Source: an optimization exercise on an open RTL-to-GDS flow (aim: small area, a short achievable clock period and few clock cycles per item). Production flows keep margins and buffers that such runs may drop. The RTL was checked by simulation tests, not by an equivalence proof against the original design.

==> trial 68 <==
Design mat_mul, start of the top module:
module mat_mul #
    (
        parameter integer DIM_LOG = 2,
        parameter integer DIM = 2**DIM_LOG,
        parameter integer SIZE = DIM*DIM,
        parameter integer SIZE_LOG = 2*DIM_LOG,
        parameter integer DATA_WIDTH = 32
    )
    (
        input wire  s00_axi_aclk,
        input wire  s00_axi_aresetn,
        output wire  s00_axis_tready,
        input wire [DATA_WIDTH-1 : 0] s00_axis_tdata,
        input wire  s00_axis_tlast,
        input wire  s00_axis_tvalid,
        output wire  m00_axis_tvalid,
        output wire [DATA_WIDTH-1 : 0] m00_axis_tdata,
        output wire [(DATA_WIDTH/8)-1 : 0] m00_axis_tstrb,
        output wire  m00_axis_tlast,
        input wire  m00_axis_tready,
        input wire sel,
        input wire start
    );
    wire rst = !s00_axi_aresetn;
    reg [31:0] f_data0, f_data1;
    reg        f_sel0, f_sel1, f_last0, f_last1;
    reg [1:0]  f_cnt;
    reg        in_ready;
    assign s00_axis_tready = in_ready;
    wire push = s00_axis_tvalid && in_ready;
    reg [31:0] mem_A [0:15];
    reg [31:0] mem_B [0:15];
    reg [3:0]  wr_addr;
    reg        active;       
    reg [3:0]  idx;          
    wire a_safe = (wr_addr[3:2] < idx[3:2]) || (wr_addr[3:2] == idx[3:2] && idx[1:0] != 2'd0);
    wire wr_ok  = !active || (!f_sel0 && a_safe);
  ...
Settings: LEC_CHECK=0, CAP_MARGIN=20, CORE_MARGIN=2, CORE_UTILIZATION=40, PLACE_DENSITY=0.6, SLEW_MARGIN=20; clock period 10.0 ns.
standard.sh (not shown) runs the stock make flow with config.mk's settings and CLKGATE_MAP_FILE= SYNTH_SCRIPT=/design/flow/synth_recipe.tcl, a recipe that flattens the netlist after the stock synthesis.
==> flow/flow/run.sh <==
#!/bin/bash
# Standard layout (the standard.sh, unchanged synthesis) with timing repair
# aimed below the 10 ns clock: repair_timing works until the setup slack
# reaches SETUP_SLACK_MARGIN, so the layout gets faster than the clock asks.
set -euo pipefail
export SETUP_SLACK_MARGIN=6
bash standard.sh > standard_make.log 2>&1
==> build 69 (differences from trial 68) <==
==> flow/run.sh (new file) <==
#!/bin/bash
# synth_recipe.tcl (not shown) runs the flow's synth.tcl, then flattens the netlist and writes it again
# the make line also repeats each setting of config.mk as NAME=value (left out here)
make -C /OpenROAD-flow-scripts/flow DESIGN_CONFIG=/design/flow/config.mk WORK_HOME=/design/flow/orfs CLKGATE_MAP_FILE= SYNTH_SCRIPT=/design/flow/synth_recipe.tcl finish
Settings changed: SETUP_SLACK_MARGIN from default to 5.
removed: flow/flow/run.sh
removed: flow/standard.sh
==> flow_summary_export.csv <==
group,metric,value,unit
timing,max_freq,0.2040,GHz
layout,nMultiInputCombCells,5362,
detailed_routing,wl_met1,155.8,mm
layout,final-clk-cell-share,4.873,%
clock_tree,clock_latency,0.90,ns
layout,clock_buffers,238,
layout,final_cell_mix,"1759 x edfxtp_1, 1231 x inv_1, 1044 x mux2i_1",
detailed_routing,wl_met3,24.19,mm
outcome,status,"no timing/DRC/antenna violations",
timing,post-route-min-period,4.903,ns
critical_path,cp-startpoint,"s2_1_0[0]$_DFFE_PN_",
Source of the figures above: build 69

==> flow_summary_export.csv <==
group,metric,value,unit
outcome,status,"no timing/DRC/antenna violations",
detailed_routing,wl_met3,30.78,mm
critical_path,cp-startpoint,"s2_0_0[0]$_DFFE_PN_",
timing,max_freq,0.1994,GHz
layout,final-clk-cell-share,4.615,%
clock_tree,clock_latency,0.93,ns
layout,clock_buffers,244,
timing,post-route-min-period,5.016,ns
layout,nMultiInputCombCells,5365,
Source of the figures above: trial 68

Testbench counts of trial 68, summed over its fixed seeds: cycles 6,488, jobs 192.
Testbench counts of build 69, summed over its fixed seeds: cycles 6,488, jobs 192.


==> inputs of job 8366 <==
mat_mul, a different RTL version from the one above (not shown whole).
==> flow/design.v (excerpt) <==
module mat_mul #
    (
        parameter integer DIM_LOG = 2,
        parameter integer DIM = 2**DIM_LOG,
        parameter integer SIZE = DIM*DIM,
        parameter integer SIZE_LOG = 2*DIM_LOG,
        parameter integer DATA_WIDTH = 32
    )
    (
        input wire  s00_axi_aclk,
        input wire  s00_axi_aresetn,
        output wire  s00_axis_tready,
        input wire [DATA_WIDTH-1 : 0] s00_axis_tdata,
        input wire  s00_axis_tlast,
        input wire  s00_axis_tvalid,
        output wire  m00_axis_tvalid,
        output wire [DATA_WIDTH-1 : 0] m00_axis_tdata,
        output wire [(DATA_WIDTH/8)-1 : 0] m00_axis_tstrb,
        output wire  m00_axis_tlast,
        input wire  m00_axis_tready,
        input wire sel,
        input wire start
    );
    localparam [1:0] OP_OUT = 2'd0, OP_XI = 2'd1, OP_ETA = 2'd2;
    wire rst = !s00_axi_aresetn;
    reg [31:0] f_data0, f_data1;
    reg        f_sel0, f_sel1, f_last0, f_last1;
    reg [1:0]  f_cnt;
    reg        in_ready;
    assign s00_axis_tready = in_ready;
    wire push = s00_axis_tvalid && in_ready;
    reg [31:0] mem_A [0:15];
    reg [31:0] mem_B [0:15];
    reg [3:0]  wr_addr;
    reg        active;       
    reg [3:0]  idx;          
    reg [3:0]  xi_dirty;     
    reg [3:0]  eta_dirty;    
    reg        o_v, o_l, k_v, k_l;    
    reg [31:0] r_out;
    reg [31:0] k_data;
    reg        v0, v1, v2, v3;         
    reg [1:0]  t0_op, t1_op, t2_op, t3_op;
    reg [1:0]  t0_i, t1_i, t2_i, t3_i;
    reg [1:0]  t0_j, t1_j, t2_j, t3_j;
    wire adv      = !k_v;
    wire any_dirty = (xi_dirty != 4'd0) || (eta_dirty != 4'd0);
    wire hazard   = v0 && ((t0_op == OP_XI && t0_i == idx[3:2]) || (t0_op == OP_ETA && t0_j == idx[1:0]));
    wire do_out   = adv && active && (idx != 4'd0 || !any_dirty) && !hazard;
    wire do_aux   = adv && !do_out && any_dirty && (!active || idx == 4'd0);
    wire aux_xi   = xi_dirty != 4'd0;
  ...
Settings: LEC_CHECK=0, CAP_MARGIN=20, CORE_MARGIN=2, CORE_UTILIZATION=40, CTS_BUF_LIST=sky130_fd_sc_hd__clkbuf_8, PLACE_DENSITY=0.6, SLEW_MARGIN=20; clock period 10.0 ns.
==> flow/flow/run.sh <==
#!/bin/bash
# Standard layout (the standard.sh, unchanged synthesis) with timing repair
# aimed below the 10 ns clock: repair_timing works until the setup slack
# reaches SETUP_SLACK_MARGIN, so the layout gets faster than the clock asks.
set -euo pipefail
export SETUP_SLACK_MARGIN=6
bash standard.sh > standard_make.log 2>&1
==> job 9313: changes against job 8366 <==
==> flow/run.sh (new file) <==
#!/bin/bash
# synth_recipe.tcl (not shown) runs the flow's synth.tcl, then flattens the netlist and writes it again
# the make line also repeats each setting of config.mk as NAME=value (left out here)
make -C /OpenROAD-flow-scripts/flow DESIGN_CONFIG=/design/flow/config.mk WORK_HOME=/design/flow/orfs CLKGATE_MAP_FILE= SYNTH_SCRIPT=/design/flow/synth_recipe.tcl finish
- SETUP_SLACK_MARGIN: default -> 5
removed: flow/flow/run.sh
removed: flow/standard.sh
==> job 2612: changes against job 8366 <==
--- a/flow/flow/run.sh
+++ b/flow/flow/run.sh
@@ -5,3 +5,3 @@
 set -euo pipefail
-export SETUP_SLACK_MARGIN=6
+export SETUP_SLACK_MARGIN=6.3
 bash standard.sh > standard_make.log 2>&1
==> qor summary <==
item                                                           job 8366      job 9313      job 2612
Outcome                                no timing/DRC/antenna violations  no timing/DRC/antenna violations  no timing/DRC/antenna violations
Avg WL per Cell                                            25.6 microns  25.8 microns  26.9 microns
RSZ-0062 raised after global routing                                yes            no           yes
Clock buffer count from CTS                                         361           359           359
Clock buffers and inverters, area share                           5.39%         5.35%         5.13%
Post-placement cell count                                         11.1k         11.1k         11.1k
Final Cell Area                                            128000 sq um  125000 sq um  131000 sq um
R2R setup slack                                                 6.01 ns       5.32 ns       6.05 ns
# clk buffers                                                       371           367           373
Via count of the first global-routing pass                        65.7k         66.0k         68.1k
Critical path's slowest cell                                       fa_2         buf_4          fa_2
Destination of the worst register-to-register timing path      s3_b[24]        b0[31]       s3_b[9]
Data arrival time of the critical path                          4.72 ns       5.35 ns       4.67 ns
Final Skew                                                     0.106 ns     0.0793 ns     0.0817 ns
GRT Util Overall                                                  21.1%         21.1%         22.3%
Utilization after layout                                          45.6%         44.5%         46.8%
Capturing element of the worst setup path                      s3_b[24]        b0[31]       s3_b[9]
Storage element area                                        64300 sq um   64300 sq um   64300 sq um
Sequential share of cell area                                     50.5%         51.7%         49.1%
Testbench counts of job 8366, summed over its fixed seeds: cycles 6,512, jobs 192.
Testbench counts of job 9313, summed over its fixed seeds: cycles 6,512, jobs 192.
Testbench counts of job 2612, summed over its fixed seeds: cycles 6,512, jobs 192.


==> job 3120: inputs <==
Another version of the RTL of mat_mul (not shown whole).
clock: 10.0 ns
lec_check: 0
cap_margin: 20
core_margin: 2
core_utilization: 55
cts_buf_list: sky130_fd_sc_hd__clkbuf_16
cts_cluster_diameter: 70
cts_cluster_size: 22
place_density: 0.7
slew_margin: 20
==> flow/flow/run.sh <==
#!/bin/bash
# Standard layout (the standard.sh, unchanged synthesis) with timing repair
# aimed below the 10 ns clock: repair_timing works until the setup slack
# reaches SETUP_SLACK_MARGIN, so the layout gets faster than the clock asks.
set -euo pipefail
export SETUP_SLACK_MARGIN=6.5
bash standard.sh > standard_make.log 2>&1
==> job 3512 (differences from job 3120) <==
==> flow/flow/run.sh (replaced) <==
#!/bin/bash
# Standard layout (the standard.sh, unchanged synthesis) with timing repair
# aimed below the 10 ns clock: repair_timing works until the setup slack
# reaches SETUP_SLACK_MARGIN, so the layout gets faster than the clock asks.
set -euo pipefail
export SETUP_SLACK_MARGIN=6.3
bash standard.sh > standard_make.log 2>&1
CORE_UTILIZATION = 40   (was 55)
PLACE_DENSITY = 0.6   (was 0.7)
==> run notes <==
quantity	job 3512	job 3120
Routed WL	311,000 um	314,000 um
Register-to-register setup slack	6.32 ns	6.39 ns
Diode insertion count for antenna repair	6	9
Data arrival, critical path	1.71 ns	1.62 ns
Avg WL per Cell	26.7 um	29.2 um
Layout Utilization	44.3%	61.1%
Max-slew headroom	21.3%	29.4%
Fraction of final layout cells with drive strength greater than 1	13.9%	16.1%
Worst setup startpoint	r_out[31]$_DFFE_PN_	r_out[28]$_DFFE_PN_
Pin count of the biggest net entering global routing	156	171
Termination of the worst setup path	m00_axis_tdata[31]	m00_axis_tdata[28]
Number of tap cells added at floorplan	3,781	2,805
Run status	no timing/DRC/antenna violations	no timing/DRC/antenna violations
Endpoint of the lowest-slack register-to-register path	s2_1_3[27]$_DFFE_PN_	s2_0_3[28]$_DFFE_PN_
Via count of the first global-routing pass	65,100	65,600
Register area	67,900 um2	67,900 um2
Clock transition at the register clock pins on the worst setup and hold paths after CTS	0.08 ns	0.09 ns
Uppermost signal routing layer after detailed routing	met4	met5
Layout clock buffer count	158	145
Post-DP Area	121,000 um2	119,000 um2
Testbench counts of job 3120, summed over its fixed seeds: cycles 6,512, jobs 192.
Testbench counts of job 3512, summed over its fixed seeds: cycles 6,512, jobs 192.


==> run M: inputs <==
Another version of the RTL of mat_mul (not shown whole).
clock: 10.0 ns
lec_check: 0
cap_margin: 20
core_margin: 2
core_utilization: 40
cts_buf_list: sky130_fd_sc_hd__clkbuf_8
place_density: 0.6
slew_margin: 20
==> flow/flow/run.sh <==
#!/bin/bash
# Standard layout (the standard.sh, unchanged synthesis) with timing repair
# aimed below the 10 ns clock: repair_timing works until the setup slack
# reaches SETUP_SLACK_MARGIN, so the layout gets faster than the clock asks.
set -euo pipefail
export SETUP_SLACK_MARGIN=6.3
bash standard.sh > standard_make.log 2>&1
==> run C: changes against run M <==
==> flow/flow/run.sh (replaced) <==
#!/bin/bash
# Standard layout (the standard.sh, unchanged synthesis) with timing repair
# aimed below the 10 ns clock: repair_timing works until the setup slack
# reaches SETUP_SLACK_MARGIN, so the layout gets faster than the clock asks.
set -euo pipefail
export SETUP_SLACK_MARGIN=6
bash standard.sh > standard_make.log 2>&1
==> run notes <==
The run finished with no timing, DRC or antenna violations. The clock tree skew after final layout came out at 0.08729 ns. Traced cell by cell, the critical path runs through buf_12, nor2b_2, a211oi_4, fa_1, fa_1, fa_2, fa_1, inv_2, fa_2.

The final route contains 63990 vias. The via count of the first global-routing pass was 64860. The run gives 116900 µm² as the placed standard-cell area. The logs give 4263 for the number of multi-input combinational cells in the layout and 0.3344 for the met2 track demand over resource.

The worst register-to-register path begins at es1[50]. The sequential portion of the cell area came out at 0.5016. In this run, the number of DRC markers left after iteration 0 of detailed routing was 6005.
the above is filed under run M

==> run notes <==
The logs give 4266 for the number of multi-input combinational cells in the layout and 64410 for the via count of the first global-routing pass. The flow ran to the end and the layout has no timing, DRC or antenna violations.

The sequential portion of the cell area came out at 0.5110. After the first detailed-routing iteration, the DRC count stood at 5855.
the above is filed under run C

Testbench counts of run M, summed over its fixed seeds: cycles 6,512, jobs 192.
Testbench counts of run C, summed over its fixed seeds: cycles 6,512, jobs 192.


==> job 1695: inputs <==
mat_mul, a different RTL version from the one above (not shown whole).
clock: 10.0 ns
lec_check: 0
cap_margin: 20
core_margin: 2
core_utilization: 60
place_density: 0.75
setup_slack_margin: 5
slew_margin: 20
run.sh (not shown) runs the stock make flow with config.mk's settings and CLKGATE_MAP_FILE= SYNTH_SCRIPT=/design/flow/synth_recipe.tcl, a recipe that flattens the netlist after the stock synthesis.
Stock flow here: none of the scripts above is used.
==> job 9857 (differences from job 1695) <==
--- a/flow/design.v
+++ b/flow/design.v
@@ -39,18 +39,15 @@
     reg [3:0]  eta_dirty;    
     reg        o_v, o_l, k_v, k_l;    
     reg [31:0] r_out;
     reg [31:0] k_data;
     reg        v0, v1, v2;             
     reg [1:0]  t0_op, t1_op, t2_op;
-    reg [1:0]  t0_i, t1_i, t2_i;
-    reg [1:0]  t0_j, t1_j, t2_j;
     wire adv      = !k_v;
     wire any_dirty = (xi_dirty != 4'd0) || (eta_dirty != 4'd0);
-    wire hazard   = v0 && ((t0_op == OP_XI && t0_i == idx[3:2]) || (t0_op == OP_ETA && t0_j == idx[1:0]));
-    wire do_out   = adv && active && (idx != 4'd0 || !any_dirty) && !hazard;
+    wire do_out   = adv && active && (idx != 4'd0 || !any_dirty);
     wire do_aux   = adv && !do_out && any_dirty && (!active || idx == 4'd0);
     wire aux_xi   = xi_dirty != 4'd0;
     wire [1:0] xi_sel  = xi_dirty[0] ? 2'd0 : xi_dirty[1] ? 2'd1 : xi_dirty[2] ? 2'd2 : 2'd3;
     wire [1:0] eta_sel = eta_dirty[0] ? 2'd0 : eta_dirty[1] ? 2'd1 : eta_dirty[2] ? 2'd2 : 2'd3;
     wire a_safe = (wr_addr[3:2] < idx[3:2]) ||
                   (wr_addr[3:2] == idx[3:2] && (idx[1:0] != 2'd0 || do_out));
@@ -94,12 +91,14 @@
     always @(posedge s00_axi_aclk) begin
         if (wr_A)
             mem_A[wr_addr] <= f_data0;
         if (wr_B)
             mem_B[wr_addr] <= f_data0;
     end
+    reg [1:0]  t0_i, t1_i, t2_i;
+    reg [1:0]  t0_j, t1_j, t2_j;
     reg        l0, l1, l2;
     reg [31:0] a0, a1, a2, a3;         
     wire [1:0] iss_op = do_out ? OP_OUT : aux_xi ? OP_XI : OP_ETA;
     wire [1:0] iss_i  = do_out ? idx[3:2] : xi_sel;
     wire [1:0] iss_j  = do_out ? idx[1:0] : eta_sel;
     always @(posedge s00_axi_aclk) begin
@@ -1722,28 +1721,22 @@
   wire t2_955 = t2_894 ^ t2_895 ^ t2_835;
   wire t2_956 = (t2_894 & t2_895) | (t2_894 & t2_835) | (t2_895 & t2_835);
   wire t2_957 = t2_896 ^ t2_897 ^ t2_839;
   wire t2_958 = (t2_896 & t2_897) | (t2_896 & t2_839) | (t2_897 & t2_839);
   wire t2_959 = t2_898 ^ t2_899 ^ t2_843;
   wire t2_960 = (t2_898 & t2_899) | (t2_898 & t2_843) | (t2_899 & t2_843);
-    reg [31:0] xi0, xi1, xi2, xi3;
-    reg [31:0] eta0, eta1, eta2, eta3;
-    reg [31:0] c_xi, c_eta;
-    wire       is_out1 = (t1_op == OP_OUT);
     always @(posedge s00_axi_aclk) begin
         if (rst)
             v2 <= 1'b0;
         else if (adv)
             v2 <= v1;
         if (adv) begin
             t2_op <= t1_op;
             t2_i  <= t1_i;
             t2_j  <= t1_j;
             l2    <= l1;
-            c_xi  <= is_out1 ? ~((t1_i == 2'd0) ? xi0 : (t1_i == 2'd1) ? xi1 : (t1_i == 2'd2) ? xi2 : xi3) : 32'd0;
-            c_eta <= is_out1 ? ~((t1_j == 2'd0) ? eta0 : (t1_j == 2'd1) ? eta1 : (t1_j == 2'd2) ? eta2 : eta3) : 32'd0;
       s2_0_0[0] <= p0_pp0_0;
       s2_0_1[0] <= p0_ng0;
       s2_0_0[1] <= p0_pp0_1;
       s2_0_0[2] <= t2_421;
       s2_0_1[2] <= p0_ng1;
       s2_0_0[3] <= t2_422;
@@ -1868,13 +1861,19 @@
       s2_1_0[31] <= t2_958;
       s2_1_1[31] <= t2_959;
       s2_0_1[1] <= 1'b0;
       s2_1_1[1] <= 1'b0;
         end
     end
+    reg [31:0] xi0, xi1, xi2, xi3;
+    reg [31:0] eta0, eta1, eta2, eta3;
     wire        is_out = (t2_op == OP_OUT);
+    wire [31:0] xi_i   = (t2_i == 2'd0) ? xi0 : (t2_i == 2'd1) ? xi1 : (t2_i == 2'd2) ? xi2 : xi3;
+    wire [31:0] eta_j  = (t2_j == 2'd0) ? eta0 : (t2_j == 2'd1) ? eta1 : (t2_j == 2'd2) ? eta2 : eta3;
+    wire [31:0] c_xi   = is_out ? ~xi_i : 32'd0;
+    wire [31:0] c_eta  = is_out ? ~eta_j : 32'd0;
     wire        c_two  = is_out;
   wire t3_1 = c_xi[0] ^ c_eta[0] ^ s2_0_0[0];
   wire t3_2 = (c_xi[0] & c_eta[0]) | (c_xi[0] & s2_0_0[0]) | (c_eta[0] & s2_0_0[0]);
   wire t3_3 = c_xi[1] ^ c_eta[1] ^ c_two;
   wire t3_4 = (c_xi[1] & c_eta[1]) | (c_xi[1] & c_two) | (c_eta[1] & c_two);
   wire t3_5 = c_xi[2] ^ c_eta[2] ^ s2_0_0[2];
==> flow/config.mk (replaced) <==
export PLATFORM = sky130hd
export DESIGN_NAME = mat_mul
export DESIGN_NICKNAME = mat_mul
export VERILOG_FILES = /design/flow/design.v
export SDC_FILE = /design/flow/constraint.sdc
export NUM_CORES = 4
export LEC_CHECK = 0
export CAP_MARGIN = 20
export CORE_MARGIN = 2
export CORE_UTILIZATION = 40
export PLACE_DENSITY = 0.6
export SETUP_SLACK_MARGIN = 5
export SLEW_MARGIN = 20
==> job 9097 (differences from job 1695) <==
==> flow/config.mk (replaced) <==
export PLATFORM = sky130hd
export DESIGN_NAME = mat_mul
export DESIGN_NICKNAME = mat_mul
export VERILOG_FILES = /design/flow/design.v
export SDC_FILE = /design/flow/constraint.sdc
export NUM_CORES = 4
export LEC_CHECK = 0
export CAP_MARGIN = 20
export CORE_MARGIN = 2
export CORE_UTILIZATION = 40
export CTS_BUF_LIST = sky130_fd_sc_hd__clkbuf_8
export PLACE_DENSITY = 0.6
export SETUP_SLACK_MARGIN = 5
export SLEW_MARGIN = 20
==> flow_metrics.env <==
export IMPL_min_path_cells=2
export IMPL_initial_core_util=0.604
export IMPL_yosys_register_bits=1970
export IMPL_synth_xor_area_frac=0.0207
export IMPL_grt_use_met3=0.0412
export IMPL_gp_congestion=0.932
export IMPL_multi_input_area_um2=44000
export IMPL_cts_root_buffer="clkbuf_16"
export IMPL_status="no timing/DRC/antenna violations"
export IMPL_first_pass_iters=8
export IMPL_regArea_um2=58600
export IMPL_clock_buffers=255
export IMPL_multi_input_cells=4314
export IMPL_critical_path_slowest_cell="fa_1"
export IMPL_wirelength_mm=272
# the run above: job 1695

==> flow_metrics.env <==
export IMPL_wirelength_mm=282
export IMPL_multi_input_area_um2=45000
export IMPL_yosys_register_bits=1906
export IMPL_synth_xor_area_frac=0.0198
export IMPL_gp_congestion=0.888
export IMPL_status="no timing/DRC/antenna violations"
export IMPL_multi_input_cells=4323
# the run above: job 9857

==> flow_metrics.env <==
export IMPL_cts_root_buffer="clkbuf_8"
export IMPL_yosys_register_bits=1970
export IMPL_first_pass_iters=5
export IMPL_multi_input_cells=4312
export IMPL_regArea_um2=58600
export IMPL_gp_congestion=0.851
export IMPL_status="no timing/DRC/antenna violations"
export IMPL_clock_buffers=338
# the run above: job 9097

Testbench counts of job 1695, summed over its fixed seeds: cycles 6,504, jobs 192.
Testbench counts of job 9857, summed over its fixed seeds: cycles 6,504, jobs 192.
Testbench counts of job 9097, summed over its fixed seeds: cycles 6,504, jobs 192.

[separate check: timing with driven ports]
The flow's constraints put no driver on any port. The routed layouts listed below were extracted and timed again, unchanged, in two steps. Step 1, drivers: a clkbuf_16 drives s00_axi_aclk and a buf_2 each remaining input, both assumed. Step 2 also shifts input and output timing later by t, the mid clock arrival at the registers, as if the neighbouring blocks saw the same clock. Three values: ideal, step 1, step 2; two values: the first two.
| run | shift t [ns] | slack for setup (ns) | hold slack, ns | worst register clock-pin slew, ns |
|---|---|---|---|---|
| trial 68 | 0.971 | 4.984 / 4.984 / 4.984 | 0.449 / 0.449 / 0.449 | 0.07 / 0.07 |
| build 69 | 0.964 | 5.097 / 5.097 / 5.097 | 0.464 / 0.464 / 0.464 | 0.07 / 0.07 |
| job 8366 | 1.123 | 6.014 / 6.014 / 5.302 | 0.420 / 0.420 / 0.420 | 0.07 / 0.07 |
| job 9313 | 1.085 | 5.316 / 5.316 / 5.316 | 0.423 / 0.423 / 0.423 | 0.07 / 0.07 |
| job 2612 | 1.089 | 6.049 / 6.049 / 5.524 | 0.423 / 0.423 / 0.423 | 0.07 / 0.07 |
| job 3120 | 0.935 | 6.382 / 6.286 / 5.890 | 0.423 / 0.423 / 0.423 | 0.09 / 0.09 |
| job 3512 | 0.930 | 6.291 / 6.202 / 5.947 | 0.423 / 0.423 / 0.423 | 0.09 / 0.09 |
| run M | 1.113 | 6.179 / 6.150 / 5.898 | 0.380 / 0.380 / 0.380 | 0.08 / 0.08 |
| run C | 1.082 | 6.052 / 6.051 / 6.052 | 0.407 / 0.407 / 0.407 | 0.07 / 0.07 |
| job 1695 | 0.915 | 5.013 / 5.013 / 5.013 | 0.444 / 0.444 / 0.444 | 0.08 / 0.08 |
| job 9857 | 0.932 | 4.069 / 4.069 / 4.069 | 0.422 / 0.422 / 0.422 | 0.07 / 0.07 |
| job 9097 | 1.079 | 5.062 / 5.062 / 5.062 | 0.421 / 0.421 / 0.421 | 0.07 / 0.07 |
After both steps setup and hold are still met in every run listed. The setup slack of job 8366, which loses most, moves by 0.000 ns with the drivers and by -0.712 ns with both steps.
